What follows belongs to an exercise in optimizing a design on an open flow for small area; a production flow would make more cautious choices.
Power is estimated from default activity; no workload was simulated.

== oak ==
## physic
module physic (
    input wire clk,
    input wire rst_n,
    input wire en,
    input wire p1_move_left, p1_move_right, p1_jump, p1_smash,
    input wire p2_move_left, p2_move_right, p2_jump, p2_smash,
    input wire p1_cover,
    input wire p2_cover,
    output wire [9:0] p1_pos_x, p1_pos_y,
    output wire [9:0] p2_pos_x, p2_pos_y,
    output wire [9:0] ball_pos_x, ball_pos_y,
    output wire p1_is_smash,
    output wire p2_is_smash,
    output wire ball_is_smash,
    output reg game_over,
    output reg [1:0] winner,
    output reg valid
);
Size in the first run: ~1200 cells after synthesis, roughly 80 I/O pins.
Settings: LEC_CHECK=0, ABC_AREA=0, ABC_CLOCK_PERIOD_IN_PS=100000, CAP_MARGIN=20, CORE_MARGIN=2, CORE_UTILIZATION=60, PLACE_DENSITY=0.7, SLEW_MARGIN=20; clock period 10.0 ns.
standard.sh (not shown) runs the stock make flow with config.mk's settings and CLKGATE_MAP_FILE= SYNTH_SCRIPT=/design/flow/synth_recipe.tcl, a recipe that flattens the netlist after the stock synthesis.
==> flow/flow/run.sh <==
#!/bin/bash
# Own layout flow: the standard flow (standard.sh, unchanged synthesis and steps), with
# the smallest buffer for the port buffers and clock tree synthesis without dummy loads.
set -euo pipefail
export BUFFER_PORTS_ARGS="-buffer_cell sky130_fd_sc_hd__buf_1"
export CTS_ARGS="-sink_clustering_enable -repair_clock_nets -dont_use_dummy_load -buf_list sky130_fd_sc_hd__clkbuf_4 -sink_clustering_size 10 -sink_clustering_max_diameter 35"
bash standard.sh > standard_flow.log 2>&1
Inputs modified between oak and cedar:
-- flow/design.v --
<<< oak, line 15
    output reg game_over,
    output reg [1:0] winner,
    output reg valid
);
    function [1:0] fadd;    
>>> cedar, line 15
    output reg game_over,
    output reg [1:0] winner,
    output wire valid
);
    function [1:0] fadd;    
<<< oak, line 29
    reg  [4:0] c;
    wire busy  = |c;
    wire run   = en | busy;
    wire first = ~busy;
    wire last  = (c == 5'd19);
    always @(posedge clk or negedge rst_n)
        if (!rst_n) c <= 5'd0;
        else        c <= (run & ~last) ? {c[4] ^ (&c[3:0]), c[3] ^ (&c[2:0]), c[2] ^ (&c[1:0]), c[1] ^ c[0], ~c[0]} : 5'd0;
    reg [10:0] x1_r;  reg [14:0] y1_r;  reg [10:0] v1_r;  reg a1;
    reg [10:0] x2_r;  reg [14:0] y2_r;  reg [10:0] v2_r;  reg a2;
>>> cedar, line 29
    reg  [4:0] c;
    wire busy  = |c;
    wire done  = c[4] & c[2];           
    wire run   = en | (busy & ~done);
    wire first = ~busy;
    wire last  = (c == 5'd19);
    always @(posedge clk or negedge rst_n)
        if (!rst_n) c <= 5'd0;
        else        c <= (run & ~last) ? {c[4] ^ (&c[3:0]), c[3] ^ (&c[2:0]), c[2] ^ (&c[1:0]), c[1] ^ c[0], ~c[0]} :
                         last ? 5'd20 : 5'd0;
    assign valid = done;
    reg [10:0] x1_r;  reg [14:0] y1_r;  reg [10:0] v1_r;  reg a1;
    reg [10:0] x2_r;  reg [14:0] y2_r;  reg [10:0] v2_r;  reg a2;
<<< oak, line 301
            x2_r <= 11'd1600; y2_r <= R_Y[14:0]; v2_r <= 11'd0; a2 <= 1'b0;
            bx_r <= R_BX; by_r <= R_BY; vx_r <= 20'd0; vy_r <= 20'd0;
            cd <= 4'd0; game_over <= 1'b0; winner <= 2'd0; valid <= 1'b0;
            f_x1L <= 1'b1; f_x1R <= 1'b1; f_x2L <= 1'b1; f_x2R <= 1'b0;
            f_ld1 <= 1'b0; f_ld2 <= 1'b0;
>>> cedar, line 304
            x2_r <= 11'd1600; y2_r <= R_Y[14:0]; v2_r <= 11'd0; a2 <= 1'b0;
            bx_r <= R_BX; by_r <= R_BY; vx_r <= 20'd0; vy_r <= 20'd0;
            cd <= 4'd0; game_over <= 1'b0; winner <= 2'd0;
            f_x1L <= 1'b1; f_x1R <= 1'b1; f_x2L <= 1'b1; f_x2R <= 1'b0;
            f_ld1 <= 1'b0; f_ld2 <= 1'b0;
<<< oak, line 309
            f_wl <= 1'b0; f_wr <= 1'b0; f_fa <= 1'b0; f_fb <= 1'b0;
        end else begin
            valid <= last;
            if (run) begin
                bx_r <= {nbx, bx_r[19:1]};
>>> cedar, line 312
            f_wl <= 1'b0; f_wr <= 1'b0; f_fa <= 1'b0; f_fb <= 1'b0;
        end else begin
            if (run) begin
                bx_r <= {nbx, bx_r[19:1]};
--- outcome ---
- On critical path depth: between oak and cedar, it ends up higher for oak.
- Diff oak and cedar: total area of multi-input combinational cells higher in cedar
- Run comparison: cedar end of the critical path f_na$_DFFE_PN0P_; oak end of the critical path f_vyq$_DFFE_PN1P_
- Measured against each other, oak and cedar differ in via count, the lower figure coming from cedar.
- cedar ended with more post-route core utilization than oak.
- Net switching power of the design for cedar is higher than for oak.
No run of this note included a check of the RTL's function; only the layout flow was run.

==> static timing again, ports no longer ideal <==
How much do the figures lean on ideal ports? The routed layouts below were timed once more, with nothing changed but the port constraints.
Step 1 sets driving cells, clkbuf_16 on the clock port and buf_2 on the other inputs (assumed; they add their load-dependent delay and slew).
Step 2 adds t to the input delays and takes it off the output delays; t is the mean of the earliest and latest rising clock arrival at the registers after step 1. Input paths then give back, and output paths get back, about the clock's delay inside the block.
a / b / c = ideal ports / drivers / drivers and shift; a / b = the first two.
| run | shift t [ns] | setup WS [ns] | clock arrival spread, ns |
|---|---|---|---|
| oak | 0.647 | 4.138 / 4.138 / 3.859 | 0.058 / 0.058 |
| cedar | 0.627 | 4.450 / 4.455 / 3.836 | 0.079 / 0.079 |
After both steps setup and hold are still met in every run listed. The setup slack of cedar, which loses most, moves by +0.005 ns with the drivers and by -0.614 ns with both steps.
